Background: an optimization exercise with open tools, aiming at small area, a short achievable clock period and few clock cycles. Do not read the settings as production practice. Function was checked by simulation only, so behaviour that the tests miss may differ from the original. No activity file was given, so power comes from the tool's default toggle rates.

## design/flow/constraint.sdc

```tcl
create_clock -name core_clock -period 26.0 [get_ports {clk_i}]
set_input_delay 5.2000 -clock core_clock [delete_from_list [all_inputs] [get_ports {clk_i}]]
set_output_delay 5.2000 -clock core_clock [all_outputs]
set_load 0.01 [all_outputs]
```

## design/flow/run.sh

```bash
#!/bin/bash
# synth_recipe.tcl (not shown) runs the flow's synth.tcl, then flattens the netlist and writes it again
# the make line also repeats each setting of config.mk as NAME=value (left out here)
make -C /OpenROAD-flow-scripts/flow DESIGN_CONFIG=/design/flow/config.mk WORK_HOME=/design/flow/orfs CLKGATE_MAP_FILE= SYNTH_SCRIPT=/design/flow/synth_recipe.tcl finish
```

## design/flow/config.mk

```make
export PLATFORM = sky130hd
export DESIGN_NAME = CPU_TOP
export DESIGN_NICKNAME = CPU_TOP
export VERILOG_FILES = /design/flow/design.v
export SDC_FILE = /design/flow/constraint.sdc
export NUM_CORES = 8
export LEC_CHECK = 0
export CAP_MARGIN = 20
export CORE_MARGIN = 2
export CORE_UTILIZATION = 30
export PLACE_DENSITY = 0.5
export SETUP_SLACK_MARGIN = 0.4
export SLEW_MARGIN = 20
```

## design/flow/design.v

```verilog
module D_FF #(
    parameter DWidth = 32,
    parameter RValue = '0
)(
    input   logic                   clk_i,
    input   logic                   rst_ni,
    input   logic                   write_en_i,
    input   logic   [DWidth-1:0]    write_data_i,
    output  logic   [DWidth-1:0]    read_data_o
);
    always_ff @(posedge clk_i) begin
        if (!rst_ni) begin
            read_data_o <= RValue;
        end else if (write_en_i) begin
            read_data_o <= write_data_i;
        end
    end
endmodule
module COUNTER #(
    parameter DWidth = 64,
    parameter RValue = '0,
    parameter FValue = (1 << 64) - 1
)(
    input   logic                   clk_i,
    input   logic                   rst_ni,
    input   logic                   cnt_en_i,
    output  logic                   cnt_done_o,
    output  logic   [DWidth-1:0]    cnt_data_o
);
    localparam      TRUE   = 1'b1;
    localparam      FALSE  = 1'b0;
    always_ff @(posedge clk_i or negedge rst_ni) begin
        if (!rst_ni) begin
            cnt_data_o <= RValue;
            cnt_done_o <= FALSE;
        end else if (cnt_en_i) begin
            if (cnt_data_o == $unsigned(FValue)) begin
                cnt_done_o <= TRUE;
            end else begin
                cnt_done_o <= FALSE;
            end
            cnt_data_o <= cnt_data_o + 1'b1;
        end
    end
endmodule
module MUX2TO1 #(
    parameter DWidth = 32
)(
    input   logic   [DWidth-1:0]    data0_i,
    input   logic   [DWidth-1:0]    data1_i,
    input   logic                   select_i,
    output  logic   [DWidth-1:0]    data_o
);
    always_comb begin
        unique case (select_i)
            1'b0:    data_o = data0_i;
            default: data_o = data1_i;
        endcase
    end
endmodule
module MUX3TO1 #(
    parameter DWidth = 32
)(
    input   logic   [DWidth-1:0]    data0_i,
    input   logic   [DWidth-1:0]    data1_i,
    input   logic   [DWidth-1:0]    data2_i,
    input   logic   [1:0]           select_i,
    output  logic   [DWidth-1:0]    data_o
);
    always_comb begin
        unique case (select_i)
            2'b00:   data_o = data0_i;
            2'b01:   data_o = data1_i;
            2'b10:   data_o = data2_i;
            default: data_o = '0;
        endcase
    end
endmodule
module MUX4TO1 #(
    parameter DWidth = 32
)(
    input   logic   [DWidth-1:0]    data0_i,
    input   logic   [DWidth-1:0]    data1_i,
    input   logic   [DWidth-1:0]    data2_i,
    input   logic   [DWidth-1:0]    data3_i,
    input   logic   [1:0]           select_i,
    output  logic   [DWidth-1:0]    data_o
);
    always_comb begin
        unique case (select_i)
            2'b00:   data_o = data0_i;
            2'b01:   data_o = data1_i;
            2'b10:   data_o = data2_i;
            default: data_o = data3_i;
        endcase
    end
endmodule
module MUX5TO1 #(
    parameter DWidth = 32
)(
    input   logic   [DWidth-1:0]    data0_i,
    input   logic   [DWidth-1:0]    data1_i,
    input   logic   [DWidth-1:0]    data2_i,
    input   logic   [DWidth-1:0]    data3_i,
    input   logic   [DWidth-1:0]    data4_i,
    input   logic   [2:0]           select_i,
    output  logic   [DWidth-1:0]    data_o
);
    always_comb begin
        unique case (select_i)
            3'b000:  data_o = data0_i;
            3'b001:  data_o = data1_i;
            3'b010:  data_o = data2_i;
            3'b011:  data_o = data3_i;
            3'b100:  data_o = data4_i;
            default: data_o = '0;
        endcase
    end
endmodule
module CACHE_SRAM #(
    parameter DWidth = 56,
    parameter Depth  = 128,
    localparam Index = $clog2(Depth)
)(
    input   logic                   clk_i,
    input   logic                   csb_i,
    input   logic                   oeb_i,
    input   logic                   web_i,
    input   logic   [Index-1:0]     addr_i,
    input   logic   [DWidth-1:0]    data_i,
    output  logic   [DWidth-1:0]    data_o
);
    logic   [DWidth-1:0]            mem[0:Depth-1];
    logic   [DWidth-1:0]            rdata_q;
    always_ff @(posedge clk_i) begin
        if (!csb_i) begin
            if (!web_i) begin
                mem[addr_i] <= data_i;
            end else begin
                rdata_q <= mem[addr_i];
            end
        end
    end
    assign  data_o = rdata_q;
endmodule
module INSTR_CACHE #(
    parameter DWidth = 32,
    localparam Depth = 32,
    localparam Tag   = DWidth - 2 - $clog2(Depth),
    localparam Index = $clog2(Depth),
    localparam Valid = 1
)(
    input   logic                   clk_i,
    input   logic                   rst_ni,
    input   logic                   read_i,
    input   logic   [DWidth-1:0]    addr_i,
    input   logic   [DWidth-1:0]    imem_rdata_i,
    input   logic                   imem_ready_i,
    output  logic   [DWidth-1:0]    imem_addr_o,
    output  logic                   imem_req_o,
    output  logic   [DWidth-1:0]    instr_o,
    output  logic                   hit_o
);
    localparam      TRUE   = 1'b1;
    localparam      FALSE  = 1'b0;
    logic   [DWidth-1:0]            latched_instr;
    D_FF #(.DWidth(DWidth), .RValue('0)) FF_INSTR(
        .clk_i                      (clk_i),
        .rst_ni                     (rst_ni),
        .write_en_i                 (hit_o),
        .write_data_i               (instr_o),
        .read_data_o                (latched_instr)
    );
    logic   [DWidth-3:0]            cnt_value;
    logic                           cnt_done;
    COUNTER #(.DWidth(DWidth-2), .RValue('0), .FValue(Depth-1)) COUNTER_ICACHE(
        .clk_i                      (clk_i),
        .rst_ni                     (rst_ni),
        .cnt_en_i                   (!cnt_done),
        .cnt_done_o                 (cnt_done),
        .cnt_data_o                 (cnt_value)
    );
    typedef enum logic [1:0] {  
        StIdle, StRead, StWrite, StReset
    } cache_state_e;
    cache_state_e                   cache_state_d, cache_state_q;
    logic                           cen;
    logic                           wen;
    logic                           oen;
    logic   [DWidth-1:0]            addr;
    logic                           valid;
    logic   [DWidth-1:0]            wdata;
    logic                           hit;
    logic   [Valid+Tag+DWidth-1:0]  cache_line;
    always_comb begin
        unique case (cache_state_q)
            StIdle: begin
                cache_state_d = (read_i) ? StRead : StIdle;
                cen           = ((cache_state_d == StRead));
                wen           = FALSE;
                oen           = TRUE;
                addr          = addr_i;
                valid         = FALSE;
                wdata         = imem_rdata_i;
                hit_o         = FALSE;
                imem_req_o    = FALSE;
                instr_o       = latched_instr;
            end
            StRead: begin
                cache_state_d = (hit) ? (read_i) ? StRead : StIdle : (imem_ready_i) ? StWrite : StRead;
                cen           = ((cache_state_d == StRead) || (cache_state_d == StWrite));
                wen           = ((cache_state_d == StWrite));
                oen           = TRUE;
                addr          = addr_i;
                valid         = ((cache_state_d == StWrite));
                wdata         = imem_rdata_i;
                hit_o         = hit;
                imem_req_o    = !hit;
                instr_o       = (hit) ? cache_line[DWidth-1:0] : latched_instr;
            end
            StWrite: begin
                cache_state_d = (read_i) ? StRead : StIdle;
                cen           = ((cache_state_d == StRead));
                wen           = FALSE;
                oen           = TRUE;
                addr          = addr_i;
                valid         = FALSE;
                wdata         = imem_rdata_i;
                hit_o         = TRUE;
                imem_req_o    = FALSE;
                instr_o       = imem_rdata_i;
            end
            default: begin
                cache_state_d = (cnt_done) ? StIdle : StReset;
                cen           = ((cache_state_d == StReset));
                wen           = ((cache_state_d == StReset));
                oen           = FALSE;
                addr          = {cnt_value, 2'b0};
                valid         = FALSE;
                wdata         = '0;
                hit_o         = FALSE;
                imem_req_o    = FALSE;
                instr_o       = '0;
            end
        endcase
    end
    assign  imem_addr_o = addr_i;
    D_FF #(.DWidth(2), .RValue(StReset)) FF_CACHE_STATE (
        .clk_i                      (clk_i),
        .rst_ni                     (rst_ni),
        .write_en_i                 (1'b1),
        .write_data_i               (cache_state_d[1:0]),
        .read_data_o                (cache_state_q[1:0])
    );
    assign  hit = cache_line[Valid+Tag+DWidth-1] &&
                  (cache_line[Valid+Tag+DWidth-2:DWidth] == addr[DWidth-1:($clog2(Depth)+2)]);
    CACHE_SRAM #(.Depth(Depth), .DWidth(Valid+Tag+DWidth)) ICACHE_SRAM(
        .clk_i                      (clk_i),
        .csb_i                      (!cen),
        .web_i                      (!wen),
        .addr_i                     (addr[Index+1:2]),
        .oeb_i                      (!oen),
        .data_i                     ({valid, addr[DWidth-1:($clog2(Depth)+2)], wdata}),
        .data_o                     (cache_line)
    );
endmodule
module ALU #(
    parameter DWidth  = 32,
    parameter OpWidth = 5,
    localparam ShWidth = $clog2(DWidth)
)(
    input   logic   [DWidth-1:0]    a_i,
    input   logic   [DWidth-1:0]    b_i,
    input   logic   [OpWidth-1:0]   op_sel_i,
    output  logic   [DWidth-1:0]    res_o,
    output  logic                   zero_o
);
    localparam      ADD    = 5'b0_0000;
    localparam      SUB    = 5'b1_0000;
    localparam      SLL    = 5'b0_0001;
    localparam      SLT    = 5'b0_0010;
    localparam      SLTU   = 5'b0_0011;
    localparam      XOR    = 5'b0_0100;
    localparam      SRL    = 5'b0_0101;
    localparam      SRA    = 5'b1_0101;
    localparam      OR     = 5'b0_0110;
    localparam      AND    = 5'b0_0111;
    localparam      MUL    = 5'b0_1000;
    localparam      MULH   = 5'b0_1001;
    localparam      MULHSU = 5'b0_1010;
    localparam      MULHU  = 5'b0_1011;
    logic                           a_tc;
    logic                           b_tc;
    logic   signed [DWidth:0]       mul_a;
    logic   signed [DWidth:0]       mul_b;
    logic   signed [DWidth*2+1:0]   mul_full;
    logic   [DWidth*2-1:0]          mul_result;
    assign  a_tc       = !(op_sel_i[1] & op_sel_i[0]);
    assign  b_tc       = !op_sel_i[1];
    assign  mul_a      = {a_tc & a_i[DWidth-1], a_i};
    assign  mul_b      = {b_tc & b_i[DWidth-1], b_i};
    assign  mul_full   = mul_a * mul_b;
    assign  mul_result = mul_full[DWidth*2-1:0];
    always_comb begin
        unique case(op_sel_i)
            ADD:     res_o = a_i + b_i;
            SUB:     res_o = a_i - b_i;
            SLL:     res_o = a_i << b_i[ShWidth-1:0];
            SLT:     res_o = $signed(a_i) < $signed(b_i);
            SLTU:    res_o = a_i < b_i;
            XOR:     res_o = a_i ^ b_i;
            SRL:     res_o = a_i >> b_i[ShWidth-1:0];
            SRA:     res_o = $unsigned($signed(a_i) >>> b_i[ShWidth-1:0]);
            OR:      res_o = a_i | b_i;
            AND:     res_o = a_i & b_i;
            MUL:     res_o = mul_result[DWidth-1:0];
            MULH,
            MULHSU,
            MULHU:   res_o = mul_result[DWidth*2-1:DWidth];
            default: res_o = '0;
        endcase
    end
    assign  zero_o  = ~(|res_o);
endmodule
module CSR #(
    parameter DWidth = 32,
    parameter AWidth = 12
)(
    input   logic                   clk_i,
    input   logic                   rst_ni,
    input   logic   [DWidth*2-1:0]  cycle_i,
    input   logic   [DWidth*2-1:0]  instret_i,
    input   logic   [AWidth-1:0]    read_addr_i,
    input   logic   [AWidth-1:0]    write_addr_i,
    input   logic   [DWidth-1:0]    write_data_i,
    input   logic                   write_en_i,
    output  logic   [DWidth-1:0]    read_data_o
);
    logic   [DWidth-1:0]            latched_rdata;
    D_FF #(.DWidth(DWidth), .RValue('0)) FF_RDATA (
        .clk_i                      (clk_i),
        .rst_ni                     (rst_ni),
        .write_en_i                 (1'b1),
        .write_data_i               (read_data_o),
        .read_data_o                (latched_rdata)
    );
    logic   [DWidth*2-1:0]          mcycle;
    D_FF #(.DWidth(DWidth*2), .RValue('0)) FF_MCYCLE (
        .clk_i                      (clk_i),
        .rst_ni                     (rst_ni),
        .write_en_i                 (1'b1),
        .write_data_i               (cycle_i),
        .read_data_o                (mcycle)
    );
    logic   [DWidth*2-1:0]          minstret;
    D_FF #(.DWidth(DWidth*2), .RValue('0)) FF_MINSTRET (
        .clk_i                      (clk_i),
        .rst_ni                     (rst_ni),
        .write_en_i                 (1'b1),
        .write_data_i               (instret_i),
        .read_data_o                (minstret)
    );
    always_comb begin
        unique case (read_addr_i)
            'hB00:   read_data_o = mcycle[DWidth-1:0];
            'hB80:   read_data_o = mcycle[DWidth*2-1:DWidth];
            'hB02:   read_data_o = minstret[DWidth-1:0];
            'hB82:   read_data_o = minstret[DWidth*2-1:DWidth];
            default: read_data_o = latched_rdata;
        endcase
    end
endmodule
module REGFILE #(
    parameter DWidth   = 32,
    parameter NumofReg = 32,
    localparam AWidth  = $clog2(NumofReg)
)(
    input   logic                   clk_i,
    input   logic                   rst_ni,
    input   logic   [AWidth-1:0]    read1_addr_i,
    input   logic   [AWidth-1:0]    read2_addr_i,
    input   logic   [AWidth-1:0]    write_addr_i,
    input   logic   [DWidth-1:0]    write_data_i,
    input   logic                   write_en_i,
    output  logic   [DWidth-1:0]    read1_data_o,
    output  logic   [DWidth-1:0]    read2_data_o
);
    logic   [DWidth-1:0]            GPR[0:NumofReg-1];
    assign  GPR[0] = '0;
    assign  read1_data_o = GPR[read1_addr_i];
    assign  read2_data_o = GPR[read2_addr_i];
    logic                           write_en[1:NumofReg-1];
    always_comb begin
        for (int unsigned i = 1; i < NumofReg; i = i + 1) begin
            if ((i == write_addr_i) && write_en_i) begin
                write_en[i] = 1'b1;
            end else begin
                write_en[i] = 1'b0;
            end
        end
    end
    for (genvar j = 1; j < NumofReg; j = j + 1) begin : gen_gpr
        D_FF #(.DWidth(DWidth), .RValue('0)) FF_GPR(
            .clk_i                  (clk_i),
            .rst_ni                 (rst_ni),
            .write_en_i             (write_en[j]),
            .write_data_i           (write_data_i),
            .read_data_o            (GPR[j])
        );
    end
endmodule
module DECODER #(
    parameter DWidth   = 32,
    parameter OpWidth  = 5,
    parameter NumofReg = 32,
    parameter CWidth   = 12,
    localparam AWidth  = $clog2(NumofReg)
)(
    input   logic                   clk_i,
    input   logic                   rst_ni,
    output  logic                   pc_en_o,
    output  logic                   iaddr_en_o,
    input   logic                   imem_ready_i,
    input   logic   [DWidth-1:0]    imem_rdata_i,
    output  logic                   imem_read_o,
    output  logic                   br_sel_o,
    output  logic                   pc_br_en_o,
    output  logic   [DWidth-1:0]    alu_b_imm_o,
    output  logic   [1:0]           alu_a_sel_o,
    output  logic   [1:0]           alu_b_sel_o,
    output  logic   [OpWidth-1:0]   alu_op_sel_o,
    input   logic                   flag_zero_i,
    output  logic   [2:0]           ls_ext_sel_o,
    output  logic   [1:0]           rf_write_sel_o,
    output  logic   [AWidth-1:0]    rf_write_addr_o,
    output  logic                   rf_write_en_o,
    output  logic   [AWidth-1:0]    rf_read1_addr_o,
    output  logic   [AWidth-1:0]    rf_read2_addr_o,
    output  logic                   csr_write_sel_o,
    output  logic                   csr_write_en_o,
    output  logic   [CWidth-1:0]    csr_read_addr_o,
    output  logic   [CWidth-1:0]    csr_write_addr_o,
    output  logic   [DWidth*2-1:0]  csr_instret_o,
    input   logic                   dmem_ready_i,
    output  logic                   dmem_req_o,
    output  logic                   dmem_write_o
);
    localparam      TRUE   = 1'b1;
    localparam      FALSE  = 1'b0;
    localparam      READ   = 1'b0;
    localparam      WRITE  = 1'b1;
    localparam      ADD    = 5'b0_0000;
    localparam      SUB    = 5'b1_0000;
    localparam      SLL    = 5'b0_0001;
    localparam      SLT    = 5'b0_0010;
    localparam      SLTU   = 5'b0_0011;
    localparam      XOR    = 5'b0_0100;
    localparam      SRL    = 5'b0_0101;
    localparam      SRA    = 5'b1_0101;
    localparam      OR     = 5'b0_0110;
    localparam      AND    = 5'b0_0111;
    localparam      MUL    = 5'b0_1000;
    localparam      MULH   = 5'b0_1001;
    localparam      MULHSU = 5'b0_1010;
    localparam      MULHU  = 5'b0_1011;
    localparam      READ1_DATA      = 2'b00;
    localparam      PROGRAM_COUNTER = 2'b01;
    localparam      CSR_RDATA       = 2'b10;
    localparam      N_READ1_DATA    = 2'b11;
    localparam      READ2_DATA      = 2'b00;
    localparam      IMMEDIATE       = 2'b01;
    localparam      N_IMMEDIATE     = 2'b11;
    localparam      PC_ALU          = 1'b0;
    localparam      PC_IMM          = 1'b1;
    localparam      WB_ALU_PC       = 2'b00;
    localparam      WB_DMEM         = 2'b01;
    localparam      WB_JALx         = 2'b10;
    localparam      WB_CSR          = 2'b11;
    localparam      WB_CSR_ALU      = 1'b0;
    localparam      WB_CSR_IMM      = 1'b1;
    localparam      LUI             = 7'b0110111;
    localparam      AUIPC           = 7'b0010111;
    localparam      JAL             = 7'b1101111;
    localparam      JALR            = 7'b1100111;
    localparam      BRANCH          = 7'b1100011;
    localparam      LOAD            = 7'b0000011;
    localparam      STORE           = 7'b0100011;
    localparam      IMM             = 7'b0010011;
    localparam      REG             = 7'b0110011;
    localparam      CSR             = 7'b1110011;
    localparam      BEQ             = 3'b000;
    localparam      BNE             = 3'b001;
    localparam      BLT             = 3'b100;
    localparam      BLTU            = 3'b110;
    localparam      BGE             = 3'b101;
    localparam      BGEU            = 3'b111;
    localparam     CSRRW            = 3'b001;
    localparam     CSRRS            = 3'b010;
    localparam     CSRRC            = 3'b011;
    localparam     CSRRWI           = 3'b101;
    localparam     CSRRSI           = 3'b110;
    localparam     CSRRCI           = 3'b111;
    typedef enum logic [1:0] {  
        StFetch, StExecute, StDmem, StJump
    } dec_state_e;
    dec_state_e                     dec_state_d, dec_state_q;
    logic                           ld_st;
    logic                           jp_br;
    logic                           rf_wb_en;
    logic                           csr_wb_en;
    logic                           dmem_rw;
    always_comb begin
        unique case (dec_state_q)
            StFetch: begin
                dec_state_d      = imem_ready_i ? StExecute : StFetch;
                imem_read_o      = !imem_ready_i;
                pc_en_o          = ((dec_state_d == StExecute));
                iaddr_en_o       = ((dec_state_d == StExecute));
                rf_write_en_o    = FALSE;
                csr_write_en_o   = FALSE;
                pc_br_en_o       = FALSE;
                dmem_write_o     = FALSE;
                dmem_req_o       = FALSE;
            end
            StExecute: begin
                dec_state_d      = ld_st ? StDmem : jp_br ? StJump : StFetch;
                imem_read_o      = ((dec_state_d == StFetch));
                pc_en_o          = jp_br ? TRUE : FALSE;
                iaddr_en_o       = FALSE;
                rf_write_en_o    = ld_st ? FALSE : rf_wb_en ? TRUE : FALSE;
                csr_write_en_o   = csr_wb_en ? TRUE : FALSE;
                pc_br_en_o       = jp_br ? TRUE : FALSE;
                dmem_write_o     = ld_st ? dmem_rw : FALSE;
                dmem_req_o       = ld_st ? TRUE : FALSE;
            end
            StDmem: begin
                dec_state_d      = dmem_ready_i ? StFetch : StDmem;
                imem_read_o      = ((dec_state_d == StFetch));
                pc_en_o          = FALSE;
                iaddr_en_o       = FALSE;
                rf_write_en_o    = dmem_ready_i ? rf_wb_en ? TRUE : FALSE : FALSE;
                csr_write_en_o   = FALSE;
                pc_br_en_o       = FALSE;
                dmem_write_o     = dmem_ready_i ? FALSE : dmem_rw;
                dmem_req_o       = dmem_ready_i ? FALSE : TRUE;
            end
            default: begin  
                dec_state_d      = StFetch;
                imem_read_o      = ((dec_state_d == StFetch));
                pc_en_o          = FALSE;
                iaddr_en_o       = FALSE;
                rf_write_en_o    = FALSE;
                csr_write_en_o   = FALSE;
                pc_br_en_o       = FALSE;
                dmem_write_o     = FALSE;
                dmem_req_o       = FALSE;
            end
        endcase
    end
    D_FF #(.DWidth(2), .RValue(StFetch)) FF_DEC_STATE(
        .clk_i                      (clk_i),
        .rst_ni                     (rst_ni),
        .write_en_i                 (1'b1),
        .write_data_i               (dec_state_d[1:0]),
        .read_data_o                (dec_state_q[1:0])
    );
    COUNTER #(.DWidth(DWidth*2), .RValue('0)) COUNTER_INSTRET(
        .clk_i                      (clk_i),
        .rst_ni                     (rst_ni),
        .cnt_en_i                   ((dec_state_q != StFetch) && ((dec_state_d == StFetch))),
        .cnt_done_o                 (),
        .cnt_data_o                 (csr_instret_o)
    );
    always_comb begin
        unique case (imem_rdata_i[6:0])
            LUI: begin
                alu_b_imm_o          = {imem_rdata_i[31:12], 12'h0};
                alu_a_sel_o          = '0;                      
                alu_b_sel_o          = IMMEDIATE;               
                alu_op_sel_o         = ADD;                     
                rf_read1_addr_o      = '0;                      
                rf_read2_addr_o      = '0;                      
                rf_write_addr_o      = imem_rdata_i[11:7];
                rf_write_sel_o       = WB_ALU_PC;               
                br_sel_o             = '0;                      
                jp_br                = FALSE;
                rf_wb_en             = TRUE;
                ld_st                = FALSE;
                dmem_rw              = '0;                      
                ls_ext_sel_o         = '0;                      
                csr_wb_en            = FALSE;
                csr_read_addr_o      = '0;                      
                csr_write_addr_o     = '0;                      
                csr_write_sel_o      = '0;                      
            end
            AUIPC: begin
                alu_b_imm_o          = {imem_rdata_i[31:12], 12'h0};
                alu_a_sel_o          = PROGRAM_COUNTER;         
                alu_b_sel_o          = IMMEDIATE;               
                alu_op_sel_o         = ADD;                     
                rf_read1_addr_o      = '0;                      
                rf_read2_addr_o      = '0;                      
                rf_write_addr_o      = imem_rdata_i[11:7];
                rf_write_sel_o       = WB_ALU_PC;               
                br_sel_o             = '0;                      
                jp_br                = FALSE;
                rf_wb_en             = TRUE;
                ld_st                = FALSE;
                dmem_rw              = '0;                      
                ls_ext_sel_o         = '0;                      
                csr_wb_en            = FALSE;
                csr_read_addr_o      = '0;                      
                csr_write_addr_o     = '0;                      
                csr_write_sel_o      = '0;                      
            end
            JAL: begin
                alu_b_imm_o          = {{11{imem_rdata_i[31]}}, imem_rdata_i[31], imem_rdata_i[19:12], imem_rdata_i[20], imem_rdata_i[30:21], 1'b0};
                alu_a_sel_o          = PROGRAM_COUNTER;         
                alu_b_sel_o          = IMMEDIATE;               
                alu_op_sel_o         = ADD;                     
                rf_read1_addr_o      = '0;                      
                rf_read2_addr_o      = '0;                      
                rf_write_addr_o      = imem_rdata_i[11:7];
                rf_write_sel_o       = WB_JALx;                 
                br_sel_o             = PC_ALU;                  
                jp_br                = TRUE;
                rf_wb_en             = TRUE;
                ld_st                = FALSE;
                dmem_rw              = '0;                      
                ls_ext_sel_o         = '0;                      
                csr_wb_en            = FALSE;
                csr_read_addr_o      = '0;                      
                csr_write_addr_o     = '0;                      
                csr_write_sel_o      = '0;                      
            end
            JALR: begin
                alu_b_imm_o          = {{20{imem_rdata_i[31]}}, imem_rdata_i[31:20]};
                alu_a_sel_o          = READ1_DATA;              
                alu_b_sel_o          = IMMEDIATE;               
                alu_op_sel_o         = ADD;                     
                rf_read1_addr_o      = imem_rdata_i[19:15];
                rf_read2_addr_o      = '0;                      
                rf_write_addr_o      = imem_rdata_i[11:7];
                rf_write_sel_o       = WB_JALx;                 
                br_sel_o             = PC_ALU;                  
                jp_br                = TRUE;
                rf_wb_en             = TRUE;
                ld_st                = FALSE;
                dmem_rw              = '0;                      
                ls_ext_sel_o         = '0;                      
                csr_wb_en            = FALSE;
                csr_read_addr_o      = '0;                      
                csr_write_addr_o     = '0;                      
                csr_write_sel_o      = '0;                      
            end
            BRANCH: begin
                alu_b_imm_o          = {{19{imem_rdata_i[31]}}, imem_rdata_i[31],imem_rdata_i[7], imem_rdata_i[30:25], imem_rdata_i[11:8], 1'b0};
                alu_a_sel_o          = READ1_DATA;              
                alu_b_sel_o          = READ2_DATA;              
                rf_read1_addr_o      = imem_rdata_i[19:15];
                rf_read2_addr_o      = imem_rdata_i[24:20];
                rf_write_addr_o      = '0;                      
                rf_write_sel_o       = '0;                      
                br_sel_o             = PC_IMM;                  
                unique case (imem_rdata_i[14:12])
                    BEQ: begin
                        alu_op_sel_o = SUB;
                        jp_br        = flag_zero_i;
                    end
                    BNE: begin
                        alu_op_sel_o = SUB;
                        jp_br        = !flag_zero_i;
                    end
                    BLT: begin
                        alu_op_sel_o = SLT;
                        jp_br        = !flag_zero_i;
                    end
                    BLTU: begin
                        alu_op_sel_o = SLTU;
                        jp_br        = !flag_zero_i;
                    end
                    BGE: begin
                        alu_op_sel_o = SLT;
                        jp_br        = flag_zero_i;
                    end
                    BGEU: begin
                        alu_op_sel_o = SLTU;
                        jp_br        = flag_zero_i;
                    end
                    default: begin                              
                        alu_op_sel_o = '0;                      
                        jp_br        = FALSE;
                    end
                endcase
                rf_wb_en             = FALSE;
                ld_st                = FALSE;
                dmem_rw              = '0;                      
                ls_ext_sel_o         = '0;                      
                csr_wb_en            = FALSE;
                csr_read_addr_o      = '0;                      
                csr_write_addr_o     = '0;                      
                csr_write_sel_o      = '0;                      
            end
            LOAD: begin
                alu_b_imm_o          = {{20{imem_rdata_i[31]}}, imem_rdata_i[31:20]};
                alu_a_sel_o          = READ1_DATA;              
                alu_b_sel_o          = IMMEDIATE;               
                alu_op_sel_o         = ADD;                     
                rf_read1_addr_o      = imem_rdata_i[19:15];
                rf_read2_addr_o      = '0;                      
                rf_write_addr_o      = imem_rdata_i[11:7];
                rf_write_sel_o       = WB_DMEM;                 
                br_sel_o             = '0;                      
                jp_br                = FALSE;
                rf_wb_en             = TRUE;
                ld_st                = TRUE;
                dmem_rw              = READ;
                ls_ext_sel_o         = imem_rdata_i[14:12];
                csr_wb_en            = FALSE;
                csr_read_addr_o      = '0;                      
                csr_write_addr_o     = '0;                      
                csr_write_sel_o      = '0;                      
            end
            STORE: begin
                alu_b_imm_o          = {{20{imem_rdata_i[31]}}, imem_rdata_i[31:25], imem_rdata_i[11:7]};
                alu_a_sel_o          = READ1_DATA;              
                alu_b_sel_o          = IMMEDIATE;               
                alu_op_sel_o         = ADD;                     
                rf_read1_addr_o      = imem_rdata_i[19:15];
                rf_read2_addr_o      = imem_rdata_i[24:20];
                rf_write_addr_o      = '0;                      
                rf_write_sel_o       = '0;                      
                br_sel_o             = '0;                      
                jp_br                = FALSE;
                rf_wb_en             = FALSE;
                ld_st                = TRUE;
                dmem_rw              = WRITE;
                ls_ext_sel_o         = imem_rdata_i[14:12];
                csr_wb_en            = FALSE;
                csr_read_addr_o      = '0;                      
                csr_write_addr_o     = '0;                      
                csr_write_sel_o      = '0;                      
            end
            IMM: begin
                unique case ({imem_rdata_i[30], imem_rdata_i[25], imem_rdata_i[14:12]})
                    SLL,
                    SRL,
                    SRA: begin
                        alu_b_imm_o  = {{20{1'b0}}, imem_rdata_i[24:20]};
                        alu_op_sel_o = {imem_rdata_i[30], imem_rdata_i[25], imem_rdata_i[14:12]};
                    end
                    default: begin
                        alu_b_imm_o  = {{20{imem_rdata_i[31]}}, imem_rdata_i[31:20]};
                        alu_op_sel_o = {2'b0, imem_rdata_i[14:12]};
                    end
                endcase
                alu_a_sel_o          = READ1_DATA;              
                alu_b_sel_o          = IMMEDIATE;               
                rf_read1_addr_o      = imem_rdata_i[19:15];
                rf_read2_addr_o      = '0;                      
                rf_write_addr_o      = imem_rdata_i[11:7];
                rf_write_sel_o       = WB_ALU_PC;               
                br_sel_o             = '0;                      
                jp_br                = FALSE;
                rf_wb_en             = TRUE;
                ld_st                = FALSE;
                dmem_rw              = '0;                      
                ls_ext_sel_o         = '0;                      
                csr_wb_en            = FALSE;
                csr_read_addr_o      = '0;                      
                csr_write_addr_o     = '0;                      
                csr_write_sel_o      = '0;                      
            end
            REG: begin
                alu_b_imm_o          = '0;                      
                alu_a_sel_o          = READ1_DATA;              
                alu_b_sel_o          = READ2_DATA;              
                alu_op_sel_o         = {imem_rdata_i[30], imem_rdata_i[25], imem_rdata_i[14:12]};
                rf_read1_addr_o      = imem_rdata_i[19:15];
                rf_read2_addr_o      = imem_rdata_i[24:20];
                rf_write_addr_o      = imem_rdata_i[11:7];
                rf_write_sel_o       = WB_ALU_PC;               
                br_sel_o             = '0;                      
                jp_br                = FALSE;
                rf_wb_en             = TRUE;
                ld_st                = FALSE;
                dmem_rw              = '0;                      
                ls_ext_sel_o         = '0;                      
                csr_wb_en            = FALSE;
                csr_read_addr_o      = '0;                      
                csr_write_addr_o     = '0;                      
                csr_write_sel_o      = '0;                      
            end
            CSR: begin
                rf_read2_addr_o      = '0;                      
                rf_write_addr_o      = imem_rdata_i[11:7];
                rf_write_sel_o       = WB_CSR;                  
                br_sel_o             = '0;                      
                jp_br                = FALSE;
                rf_wb_en             = TRUE;
                ld_st                = FALSE;
                dmem_rw              = '0;                      
                ls_ext_sel_o         = '0;                      
                csr_read_addr_o      = imem_rdata_i[31:20];
                csr_write_addr_o     = imem_rdata_i[31:20];
                unique case (imem_rdata_i[14:12])
                    CSRRW: begin
                        alu_b_imm_o     = '0;                               
                        alu_a_sel_o     = READ1_DATA;                       
                        alu_b_sel_o     = IMMEDIATE;                        
                        alu_op_sel_o    = ADD;                              
                        rf_read1_addr_o = imem_rdata_i[19:15];
                        csr_wb_en       = TRUE;
                        csr_write_sel_o = WB_CSR_ALU;
                    end
                    CSRRS: begin
                        alu_b_imm_o     = '0;                               
                        alu_a_sel_o     = READ1_DATA;                       
                        alu_b_sel_o     = CSR_RDATA;                        
                        alu_op_sel_o    = OR;                               
                        rf_read1_addr_o = imem_rdata_i[19:15];
                        csr_wb_en       = (imem_rdata_i[19:15] == '0) ? FALSE : TRUE;
                        csr_write_sel_o = WB_CSR_ALU;
                    end
                    CSRRC: begin
                        alu_b_imm_o     = '0;
                        alu_a_sel_o     = N_READ1_DATA;                     
                        alu_b_sel_o     = CSR_RDATA;                        
                        alu_op_sel_o    = AND;                              
                        rf_read1_addr_o = imem_rdata_i[19:15];
                        csr_wb_en       = (imem_rdata_i[19:15] == '0) ? FALSE : TRUE;
                        csr_write_sel_o = WB_CSR_ALU;
                    end
                    CSRRWI: begin
                        alu_b_imm_o     = {27'd0, imem_rdata_i[19:15]};     
                        alu_a_sel_o     = '0;                               
                        alu_b_sel_o     = '0;                               
                        alu_op_sel_o    = '0;                               
                        rf_read1_addr_o = '0;                               
                        csr_wb_en       = TRUE;
                        csr_write_sel_o = WB_CSR_IMM;
                    end
                    CSRRSI: begin
                        alu_b_imm_o     = {27'd0, imem_rdata_i[19:15]};     
                        alu_a_sel_o     = CSR_RDATA;                        
                        alu_b_sel_o     = IMMEDIATE;                        
                        alu_op_sel_o    = OR;                               
                        rf_read1_addr_o = '0;                               
                        csr_wb_en       = (imem_rdata_i[19:15] == '0) ? FALSE : TRUE;
                        csr_write_sel_o = WB_CSR_ALU;
                    end
                    CSRRCI: begin
                        alu_b_imm_o     = {27'd0, imem_rdata_i[19:15]};     
                        alu_a_sel_o     = CSR_RDATA;                        
                        alu_b_sel_o     = N_IMMEDIATE;                      
                        alu_op_sel_o    = AND;                              
                        rf_read1_addr_o = imem_rdata_i[19:15];
                        csr_wb_en       = (imem_rdata_i[19:15] == '0) ? FALSE : TRUE;
                        csr_write_sel_o = WB_CSR_ALU;
                    end
                    default: begin  
                        alu_b_imm_o     = '0;
                        alu_a_sel_o     = '0;
                        alu_b_sel_o     = '0;
                        alu_op_sel_o    = '0;
                        rf_read1_addr_o = '0;
                        csr_wb_en       = FALSE;
                        csr_write_sel_o = '0;
                    end
                endcase
            end
            default: begin
                alu_b_imm_o          = '0;
                alu_a_sel_o          = '0;
                alu_b_sel_o          = '0;
                alu_op_sel_o         = '0;
                rf_read1_addr_o      = '0;
                rf_read2_addr_o      = '0;
                rf_write_addr_o      = '0;
                rf_write_sel_o       = '0;
                br_sel_o             = PC_ALU;
                jp_br                = FALSE;
                rf_wb_en             = FALSE;
                ld_st                = FALSE;
                dmem_rw              = '0;
                ls_ext_sel_o         = '0;
                csr_wb_en            = FALSE;
                csr_read_addr_o      = '0;
                csr_write_addr_o     = '0;
                csr_write_sel_o      = '0;
            end
        endcase
    end
endmodule
module SCALAR_CORE #(
    parameter DWidth     = 32,
    localparam NumofReg  = 32,
    localparam AWidth    = $clog2(NumofReg),
    localparam CWidth    = 12,
    localparam OpWidth   = 5
)(
    input   logic                   clk_i,
    input   logic                   rst_ni,
    input   logic                   imem_ready_i,
    input   logic   [DWidth-1:0]    imem_rdata_i,
    output  logic   [DWidth-1:0]    imem_addr_o,
    output  logic                   imem_req_o,
    input   logic                   dmem_ready_i,
    input   logic   [DWidth-1:0]    dmem_rdata_i,
    output  logic   [DWidth-1:0]    dmem_wdata_o,
    output  logic   [DWidth-1:0]    dmem_addr_o,
    output  logic                   dmem_req_o,
    output  logic                   dmem_write_o
);
    logic   [DWidth*2-1:0]          cycle;
    COUNTER #(.DWidth(DWidth*2), .RValue('0)) COUNTER_CYCLE(
        .clk_i                      (clk_i),
        .rst_ni                     (rst_ni),
        .cnt_en_i                   (1'b1),
        .cnt_done_o                 (),
        .cnt_data_o                 (cycle)
    );
    logic   [DWidth-3:0]            inc_iaddr;
    assign inc_iaddr = imem_addr_o[DWidth-1:2] + {{(DWidth-3){1'b0}}, 1'b1};
    logic   [DWidth-1:0]            branch_addr;
    logic                           dec_br_en;
    logic   [DWidth-1:0]            pc_iaddr_d;
    MUX2TO1 #(.DWidth(DWidth)) MUX_PC(
        .data0_i                    ({inc_iaddr, 2'b0}),
        .data1_i                    (branch_addr),
        .select_i                   (dec_br_en),
        .data_o                     (pc_iaddr_d)
    );
    logic                           dec_pc_en;
    logic   [DWidth-1:0]            pc_iaddr_q;
    D_FF #(.DWidth(DWidth), .RValue('0)) FF_PC (
        .clk_i                      (clk_i),
        .rst_ni                     (rst_ni),
        .write_en_i                 (dec_pc_en),
        .write_data_i               (pc_iaddr_d),
        .read_data_o                (pc_iaddr_q)
    );
    logic                           dec_iaddr_en;
    logic   [DWidth-1:0]            ir_addr_q;
    D_FF #(.DWidth(DWidth), .RValue('0)) FF_IADDR(
        .clk_i                      (clk_i),
        .rst_ni                     (rst_ni),
        .write_en_i                 (dec_iaddr_en),
        .write_data_i               (pc_iaddr_q),
        .read_data_o                (ir_addr_q)
    );
    assign  imem_addr_o = pc_iaddr_q;
    logic   [1:0]                   dec_a_sel;
    logic   [DWidth-1:0]            dec_b_imm;
    logic   [1:0]                   dec_b_sel;
    logic   [OpWidth-1:0]           dec_alu_op_sel;
    logic                           alu_zero;
    logic   [2:0]                   dec_ls_ext_sel;
    logic   [1:0]                   dec_rf_write_sel;
    logic                           dec_br_sel;
    logic   [AWidth-1:0]            dec_read1_addr;
    logic   [AWidth-1:0]            dec_read2_addr;
    logic   [AWidth-1:0]            dec_write_addr;
    logic                           dec_write_en;
    logic                           dec_cwrite_sel;
    logic   [CWidth-1:0]            dec_cread_addr;
    logic   [CWidth-1:0]            dec_cwrite_addr;
    logic                           dec_cwrite_en;
    logic   [DWidth*2-1:0]          dec_instret;
    DECODER #(.DWidth(DWidth), .OpWidth(OpWidth), .NumofReg(NumofReg),
              .CWidth(CWidth)) DECODER(
        .clk_i                      (clk_i),
        .rst_ni                     (rst_ni),
        .pc_en_o                    (dec_pc_en),
        .iaddr_en_o                 (dec_iaddr_en),
        .imem_ready_i               (imem_ready_i),
        .imem_rdata_i               (imem_rdata_i),
        .imem_read_o                (imem_req_o),
        .br_sel_o                   (dec_br_sel),
        .pc_br_en_o                 (dec_br_en),
        .alu_b_imm_o                (dec_b_imm),
        .alu_a_sel_o                (dec_a_sel),
        .alu_b_sel_o                (dec_b_sel),
        .alu_op_sel_o               (dec_alu_op_sel),
        .flag_zero_i                (alu_zero),
        .ls_ext_sel_o               (dec_ls_ext_sel),
        .rf_write_sel_o             (dec_rf_write_sel),
        .rf_write_addr_o            (dec_write_addr),
        .rf_write_en_o              (dec_write_en),
        .rf_read1_addr_o            (dec_read1_addr),
        .rf_read2_addr_o            (dec_read2_addr),
        .csr_write_sel_o            (dec_cwrite_sel),
        .csr_write_en_o             (dec_cwrite_en),
        .csr_read_addr_o            (dec_cread_addr),
        .csr_write_addr_o           (dec_cwrite_addr),
        .csr_instret_o              (dec_instret),
        .dmem_ready_i               (dmem_ready_i),
        .dmem_req_o                 (dmem_req_o),
        .dmem_write_o               (dmem_write_o)
    );
    logic   [DWidth-1:0]            rf_write_data;
    logic   [DWidth-1:0]            rf_read1_data;
    logic   [DWidth-1:0]            rf_read2_data;
    REGFILE #(.DWidth(DWidth), .NumofReg(NumofReg)) SRF(
        .clk_i                      (clk_i),
        .rst_ni                     (rst_ni),
        .read1_addr_i               (dec_read1_addr),
        .read2_addr_i               (dec_read2_addr),
        .write_addr_i               (dec_write_addr),
        .write_data_i               (rf_write_data),
        .write_en_i                 (dec_write_en),
        .read1_data_o               (rf_read1_data),
        .read2_data_o               (rf_read2_data)
    );
    logic   [DWidth-1:0]            csr_write_data;
    logic   [DWidth-1:0]            csr_read_data;
    CSR #(.DWidth(DWidth), .AWidth(CWidth)) CSR(
        .clk_i                      (clk_i),
        .rst_ni                     (rst_ni),
        .cycle_i                    (cycle),
        .instret_i                  (dec_instret),
        .read_addr_i                (dec_cread_addr),
        .write_addr_i               (dec_cwrite_addr),
        .write_data_i               (csr_write_data),
        .write_en_i                 (dec_cwrite_en),
        .read_data_o                (csr_read_data)
    );
    logic   [DWidth-1:0]            alu_a;
    logic   [DWidth-1:0]            alu_b;
    MUX4TO1 #(.DWidth(DWidth)) MUX_ALU_A(
        .data0_i                    (rf_read1_data),
        .data1_i                    (ir_addr_q),
        .data2_i                    (csr_read_data),
        .data3_i                    (~rf_read1_data),
        .select_i                   (dec_a_sel),
        .data_o                     (alu_a)
    );
    MUX4TO1 #(.DWidth(DWidth)) MUX_ALU_B(
        .data0_i                    (rf_read2_data),
        .data1_i                    (dec_b_imm),
        .data2_i                    (csr_read_data),
        .data3_i                    (~dec_b_imm),
        .select_i                   (dec_b_sel),
        .data_o                     (alu_b)
    );
    logic   [DWidth-1:0]            alu_res;
    ALU #(.DWidth(DWidth), .OpWidth(OpWidth)) ALU(
        .a_i                        (alu_a),
        .b_i                        (alu_b),
        .op_sel_i                   (dec_alu_op_sel),
        .res_o                      (alu_res),
        .zero_o                     (alu_zero)
    );
    logic   [DWidth-1:0]            br_inc_pc;
    assign br_inc_pc = dec_b_imm + ir_addr_q;
    MUX2TO1 #(.DWidth(DWidth)) MUX_BR(
        .data0_i                    (alu_res),
        .data1_i                    (br_inc_pc),
        .select_i                   (dec_br_sel),
        .data_o                     (branch_addr)
    );
    assign  dmem_addr_o = alu_res;
    MUX5TO1 #(.DWidth(DWidth)) MUX_LD(
        .data0_i                    ({{24{rf_read2_data[7]}}, rf_read2_data[7:0]}),    
        .data1_i                    ({{16{rf_read2_data[15]}}, rf_read2_data[15:0]}),  
        .data2_i                    (rf_read2_data[31:0]),                             
        .data3_i                    ({{24{1'b0}}, rf_read2_data[7:0]}),                
        .data4_i                    ({{16{1'b0}}, rf_read2_data[15:0]}),               
        .select_i                   (dec_ls_ext_sel),
        .data_o                     (dmem_wdata_o)
    );
    logic   [DWidth-1:0]            data_rdata;
    MUX3TO1 #(.DWidth(DWidth)) MUX_ST(
        .data0_i                    ({{24{dmem_rdata_i[7]}}, dmem_rdata_i[7:0]}),      
        .data1_i                    ({{16{dmem_rdata_i[15]}}, dmem_rdata_i[15:0]}),    
        .data2_i                    (dmem_rdata_i[31:0]),                              
        .select_i                   (dec_ls_ext_sel[1:0]),
        .data_o                     (data_rdata)
    );
    MUX4TO1 #(.DWidth(DWidth)) MUX_WB(
        .data0_i                    (alu_res),
        .data1_i                    (data_rdata),
        .data2_i                    ({imem_addr_o[DWidth-1:2], 2'b0}),
        .data3_i                    (csr_read_data),
        .select_i                   (dec_rf_write_sel),
        .data_o                     (rf_write_data)
    );
    MUX2TO1 #(.DWidth(DWidth)) MUX_WB_CSR(
        .data0_i                    (alu_res),
        .data1_i                    (dec_b_imm),
        .select_i                   (dec_cwrite_sel),
        .data_o                     (csr_write_data)
    );
endmodule
module CPU_TOP #(
    parameter DWidth = 32
)(
    input   logic                   clk_i,
    input   logic                   rst_ni,
    input   logic                   imem_ready_i,
    input   logic   [DWidth-1:0]    imem_rdata_i,
    output  logic   [DWidth-1:0]    imem_addr_o,
    output  logic                   imem_req_o,
    input   logic                   dmem_ready_i,
    input   logic   [DWidth-1:0]    dmem_rdata_i,
    output  logic   [DWidth-1:0]    dmem_wdata_o,
    output  logic   [DWidth-1:0]    dmem_addr_o,
    output  logic                   dmem_req_o,
    output  logic                   dmem_write_o
);
    logic                           icache_read;
    logic   [DWidth-1:0]            icache_addr;
    logic   [DWidth-1:0]            icache_rdata;
    logic                           icache_hit;
    INSTR_CACHE #(.DWidth(DWidth)) ICACHE(
        .clk_i                      (clk_i),
        .rst_ni                     (rst_ni),
        .read_i                     (icache_read),
        .addr_i                     (icache_addr),
        .imem_rdata_i               (imem_rdata_i),
        .imem_ready_i               (imem_ready_i),
        .imem_addr_o                (imem_addr_o),
        .imem_req_o                 (imem_req_o),
        .instr_o                    (icache_rdata),
        .hit_o                      (icache_hit)
    );
    SCALAR_CORE #(.DWidth(DWidth)) SCORE(
        .clk_i                      (clk_i),
        .rst_ni                     (rst_ni),
        .imem_ready_i               (icache_hit),
        .imem_rdata_i               (icache_rdata),
        .imem_addr_o                (icache_addr),
        .imem_req_o                 (icache_read),
        .dmem_ready_i               (dmem_ready_i),
        .dmem_rdata_i               (dmem_rdata_i),
        .dmem_wdata_o               (dmem_wdata_o),
        .dmem_addr_o                (dmem_addr_o),
        .dmem_req_o                 (dmem_req_o),
        .dmem_write_o               (dmem_write_o)
    );
endmodule
```

==> results.txt <==
[power by group through the flow]
| stage | clock network [uW] | registers [uW] | logic [uW] |
|---|---|---|---|
| CTS | 5340 | 5640 | 848 |
| floorplan | 0 | 5750 | 415 |
| detailed placement | 0 | 5750 | 844 |
| global placement | 0 | 5750 | 839 |
| global route | 5540 | 5640 | 899 |
| finish | 5290 | 5640 | 887 |
[state kept, by name, indices dropped and copies added (netlist names), 58 cells and up]
register,count
ICACHE.ICACHE_SRAM.rdata_q,58
SCORE.SRF.gen_gpr.FF_GPR.read_data_o,992
SCORE.COUNTER_CYCLE.cnt_data_o,64
SCORE.DECODER.COUNTER_INSTRET.cnt_data_o,64
SCORE.CSR.FF_MCYCLE.read_data_o,64
ICACHE.ICACHE_SRAM.mem,1856
SCORE.CSR.FF_MINSTRET.read_data_o,64
[routing by layer]
| metal | part of all wire | up-vias |
|---|---|---|
| met5 | 0.00048 | - |
| met4 | 0.069 | 55 |
| met3 | 0.11 | 2618 |
| met2 | 0.42 | 10910 |
| met1 | 0.40 | 84420 |
| li1 | - | 64730 |
[per-stage QoR]
stage	TNS, ns	power, uW
finish	0	11820
global route	0	12080
CTS	0	11830
detailed placement	-1.064	6597
global placement	-1.035	6591
floorplan	0	6162
[worst max path at each step]
stage,startpoint,to,cells past startpoint
after floorplan,imem_rdata_i[29],dmem_addr_o[31],50
after global placement,imem_rdata_i[21],dmem_addr_o[30],50
after detailed placement,imem_rdata_i[4],dmem_addr_o[30],47
after CTS,imem_rdata_i[19],dmem_addr_o[27],52
after global routing,imem_rdata_i[0],dmem_addr_o[30],52
final,imem_rdata_i[18],dmem_addr_o[27],53
[cell usage in the layout, fill, tap and decap left out, types with 51 or more instances in the layout]
| master | count |
|---|---|
| nand2_1 | 3140 |
| edfxtp_1 | 1914 |
| a21oi_1 | 1414 |
| dfxtp_1 | 1252 |
| inv_1 | 1169 |
| fa_1 | 1128 |
| buf_4 | 1107 |
| nor2_1 | 1079 |
| a22oi_1 | 598 |
| mux4_2 | 465 |
| nand3_1 | 370 |
| clkbuf_16 | 367 |
| ha_1 | 350 |
| o21ai_0 | 305 |
| xnor2_1 | 222 |
| nand4_1 | 193 |
| and2_1 | 193 |
| mux2i_1 | 162 |
| dfrtp_1 | 159 |
| and3_1 | 159 |
| clkdlybuf4s50_1 | 159 |
| a221oi_1 | 158 |
| a211oi_1 | 145 |
| nor3_1 | 131 |
| xor2_1 | 107 |
| a22o_1 | 104 |
| o211ai_1 | 84 |
| nor2_4 | 76 |
| clkinv_1 | 76 |
| mux2_2 | 72 |
| a21o_1 | 72 |
| clkbuf_1 | 71 |
| a32oi_1 | 69 |
| a222oi_1 | 65 |
| buf_12 | 65 |
| nor4_1 | 54 |
| a31oi_1 | 51 |
[cells by family after synthesis]
kind of cell | count (synthesis)
flip-flops | 3325
AO/OA/AOI/OAI | 3823
AND/OR/NAND/NOR | 5804
buffers and inverters | 2468
XOR/XNOR | 329
multiplexers | 704
adder cells (fa/ha/maj) | 1480
[worst reg2reg max path: cells and delay by family (launching register included)]
kind | cells | cell delay, ns
AO/OA/AOI/OAI | 17 | 5.82
XOR/XNOR | 2 | 0.49
adder cells (fa/ha/maj) | 10 | 4.86
buffers and inverters | 13 | 2.30
flip-flops | 1 | 0.40
multiplexers | 1 | 0.78
AND/OR/NAND/NOR | 15 | 6.18
[synthesized netlist by cell type, types with 107 or more instances]
| cell type | instances |
|---|---|
| a211oi_1 | 149 |
| a21oi_1 | 1455 |
| a221oi_1 | 159 |
| a22oi_1 | 601 |
| and2_1 | 194 |
| and3_1 | 172 |
| buf_1 | 183 |
| buf_2 | 126 |
| clkbuf_1 | 950 |
| dfrtp_1 | 159 |
| dfxtp_1 | 1252 |
| edfxtp_1 | 1914 |
| fa_1 | 1128 |
| ha_1 | 352 |
| inv_1 | 1170 |
| mux2i_1 | 164 |
| mux4_2 | 465 |
| nand2_1 | 3169 |
| nand3_1 | 385 |
| nand4_1 | 193 |
| nor2_1 | 1164 |
| nor3_1 | 171 |
| o21ai_0 | 323 |
| xnor2_1 | 222 |
| xor2_1 | 107 |
[final cells by class]
class | instances | area share
multi-input combinational | 12140 | 0.4352
sequential | 3325 | 0.3914
timing repair buffer | 1344 | 0.05158
tap | 8350 | 0.04726
clock buffer | 470 | 0.04471
inverter | 1194 | 0.02033
clock inverter | 184 | 0.008949
antenna | 47 | 0.0005321
[what timing repair did]
| item | CTS | global route |
|---|---|---|
| buffers inserted | 7 | 35 |
| resized for setup | 8 | 56 |
| pin swaps | 2 | 15 |
| setup endpoints to repair | 17 | 18 |
==> tab_implementation.tex <==
\begin{tabular}{lr}
\hline
Metric & Value \\
\hline
\multicolumn{2}{l}{\textbf{Synth}} \\
\quad Number of register bits inferred by synthesis & 3325 \\
\quad Main combinational cell family by area after synthesis & adder cells \\
\quad Number of synthesis warnings & 20 \\
\quad Number of instances in the synthesized netlist & 17930 \\
\quad Number of synthesized flops with an enable pin & 1914 \\
\quad Average size of a mapped cell & 10.57 um2 \\
\quad Post-synthesis instance area & 0.1896 mm2 \\
\quad Share of the synthesized area in the top cell type & 0.3032 \\
\quad Total nets after synthesis & 19480 \\
\quad Synth Area in Adders & 0.1424 \\
\quad Basic-gate share of the synthesized area counting and, or, nand and nor cells & 0.1325 \\
\quad Predominant post-synthesis flop cell & edfxtp\_1 \\
\quad Post-Synth XOR/XNOR Area & 0.01520 \\
\quad Cell variety after synth & 118 \\
\quad Part of the Yosys area used for sequential elements & 0.4564 \\
\quad Synth area leader & edfxtp\_1 \\
\quad Compound-cell area share of the yosys netlist & 0.1351 \\
\quad Leading cell types by total area after synthesis & edfxtp\_1 30\%, dfxtp\_1 13\%, fa\_1 12\% \\
\quad Share of cell area taken by muxes after synthesis & 0.06838 \\
\quad Post-synth ARST share & 0.04782 \\
\multicolumn{2}{l}{\textbf{Hold path}} \\
\quad Worst min-delay path startpoint & ICACHE.FF\_INSTR.read\_data\_o[6] \\
\quad Hold/Removal Path Class & flip-flop to flip-flop \\
\quad Hold endpoint & ICACHE.FF\_INSTR.read\_data\_o[6] \\
\quad Cell depth of the worst min-delay path & 2 \\
\multicolumn{2}{l}{\textbf{Timing}} \\
\quad Min setup slack post-route & 0.6238 ns \\
\quad Hold\_ws & 0.4556 ns \\
\quad Highest achievable clock rate & 39.41 MHz \\
\quad Pins Over Slew Limit & 0 \\
\quad Count of final hold-check violations & 0 \\
\quad Post-route clock period utilization & 0.9760 \\
\quad Setup Skew & 0.1332 ns \\
\quad Endpoints failing setup & 0 \\
\quad Worst-margin pin slew & 1.388 ns \\
\quad Final worst path period need & 25.38 ns \\
\quad RSZ-0062 raised after global routing & false \\
\quad Slew headroom & 0.06431 \\
\multicolumn{2}{l}{\textbf{Final layout}} \\
\quad Flip-flop and latch area & 0.08652 mm2 \\
\quad Ratio of cells with drive above 1 in the final layout & 0.1450 \\
\quad Non-filler cells in the finished layout & 27050 \\
\quad Fillcell total & 62920 \\
\quad Final core utilization & 0.3515 \\
\quad Multi-input logic area & 0.09621 mm2 \\
\quad Nets & 19920 \\
\quad P\&R area growth vs syn & 16.60\% \\
\quad Final design area excluding fillers & 0.2210 mm2 \\
\multicolumn{2}{l}{\textbf{Clock tree}} \\
\quad \# hold bufs at CTS & 0 \\
\quad TritonCTS clock tree & done \\
\quad Sink count of the clock tree & 3325 \\
\quad Number of levels in the clock H-tree & 5 \\
\quad CTS clock-pin slew for the worst setup and hold paths & 0.06 ns \\
\quad Insertion delay of the later-clocked pin in the worst-skew pair & 1.06 ns \\
\quad Maximum buffer depth of the clock tree & 4 \\
\quad CTS root buffer & clkbuf\_16 \\
\quad Number of CTS-inserted buffers & 363 \\
\multicolumn{2}{l}{\textbf{Place}} \\
\quad Final weighted congestion in routability-driven placement & 1.027 \\
\quad Placed inst area & 0.2083 mm2 \\
\quad Number of cells after detailed placement & 26310 \\
\quad Placement-stage worst setup slack & -0.4730 ns \\
\quad Number of buffers inserted by port buffering & 166 \\
\quad Post-detail-place hpwl & 735000 um \\
\multicolumn{2}{l}{\textbf{Route}} \\
\quad Count of routing violations after the opening detailed-route iteration & 25070 \\
\quad Drc violations & 0 \\
\quad Number of vias after detailed routing & 162700 \\
\quad Final routed wirelength across all metal layers & 1066000 um \\
\quad Post-detailed-route count of antenna-violating nets & 0 \\
\quad Drt first pass iters & 10 \\
\quad Vias per std cell & 6.015 \\
\quad Final routed wire length divided by cell count & 39.41 um \\
\multicolumn{2}{l}{\textbf{Setup path}} \\
\quad CP top delay family & adder cells \\
\quad Worst R2R Start & ICACHE.FF\_CACHE\_STATE.read\_data\_o[0] \\
\quad Setup Crit Path Kind & primary input to output pin \\
\quad Cell type of the slowest stage on the worst timing path & nor3\_1 \\
\quad Crit start category & primary input \\
\quad Kind of end point of the critical path & output pin \\
\quad Number of buffers and inverters on the critical path & 16 \\
\quad Critical register-to-register path endpoint & ICACHE.ICACHE\_SRAM.rdata\_q[21] \\
\quad Largest incremental delay on the critical path & 1.05 ns \\
\quad Data arrival at the endpoint of the critical path & 20.18 ns \\
\quad Cell type with the highest occurrence count on the critical path & buf\_4 \\
\quad Worst-case reg-to-reg path depth & 58 \\
\quad R2R setup slack & 4.68 ns \\
\quad CP Max Fanout & 8 \\
\quad Required time of the worst setup path & 20.80 ns \\
\multicolumn{2}{l}{\textbf{Global routing}} \\
\quad Initial antenna violation count & 126 \\
\quad Met2 Track Usage GR & 0.4718 \\
\quad Met3 demand-to-capacity share in global routing & 0.08840 \\
\quad Pin count of the biggest net entering global routing & 187 \\
\quad Met1 usage & 0.4359 \\
\quad Most Crowded Layer GR & met2 \\
\quad Via count of the first global-routing pass & 154700 \\
\quad Global-route congestion overflow total & 0 \\
\quad Total routing resource utilization after global routing & 0.3240 \\
\quad Global-route wire length before repair & 1415000 um \\
\multicolumn{2}{l}{\textbf{Pwr}} \\
\quad Power per standard cell area & 53.46 mW/mm2 \\
\quad Fraction of power consumed by combinational cells & 0.075 \\
\quad Sequential group share of total power & 0.477 \\
\quad Internal power component & 8788 uW \\
\quad Switch share & 0.2564 \\
\quad Power dissipated by switching net loads & 3030 uW \\
\quad Leakage power figure & 0.07428 uW \\
\quad Proportion of power drawn by the clock network & 0.448 \\
\quad Highest ir drop seen on vdd & 0.05728 mV \\
\multicolumn{2}{l}{\textbf{Floorplanning}} \\
\quad X dimension of the die & 798.9 um \\
\quad Number of ports placed on the die boundary & 167 \\
\quad Die Span Y & 798.9 um \\
\quad Area inside the core boundary & 0.6288 mm2 \\
\quad Standard-cell row count & 291 \\
\quad Starting Density & 0.3015 \\
\quad Floorplan die area & 0.6383 mm2 \\
\multicolumn{2}{l}{\textbf{Flow run}} \\
\quad Max-cap violation count & 0 \\
\multicolumn{2}{l}{\textbf{Run status}} \\
\quad Result of the run & no timing/DRC/antenna violations \\
\hline
\end{tabular}
Testbench counts, summed over its fixed seeds: cycles 417,237.

==> port drivers added, routing unchanged <==
No port has a modelled driver above. Below, the same layout with a new extraction and two added sets of constraints. Step 1 sets driving cells, clkbuf_16 on the clock port and buf_2 on the other inputs (assumed; they add their load-dependent delay and slew). Step 2 also shifts input and output timing later by t, the mid clock arrival at the registers, as if the neighbouring blocks saw the same clock. Slacks: no drivers / after step 1 / after step 2; pairs: no drivers / after step 1.
t (ns): 1.119
setup WS [ns]: 0.624 / 0.548 / 0.548
latest minus earliest clock arrival (ns): 0.138 / 0.138
slew at the worst register clock pin (ns): 0.08 / 0.08
worst slew at a driven data input, ns: 0.27
After both steps setup and hold are still met in this run. The setup slack of this run moves by -0.076 ns with the drivers and by -0.076 ns with both steps.
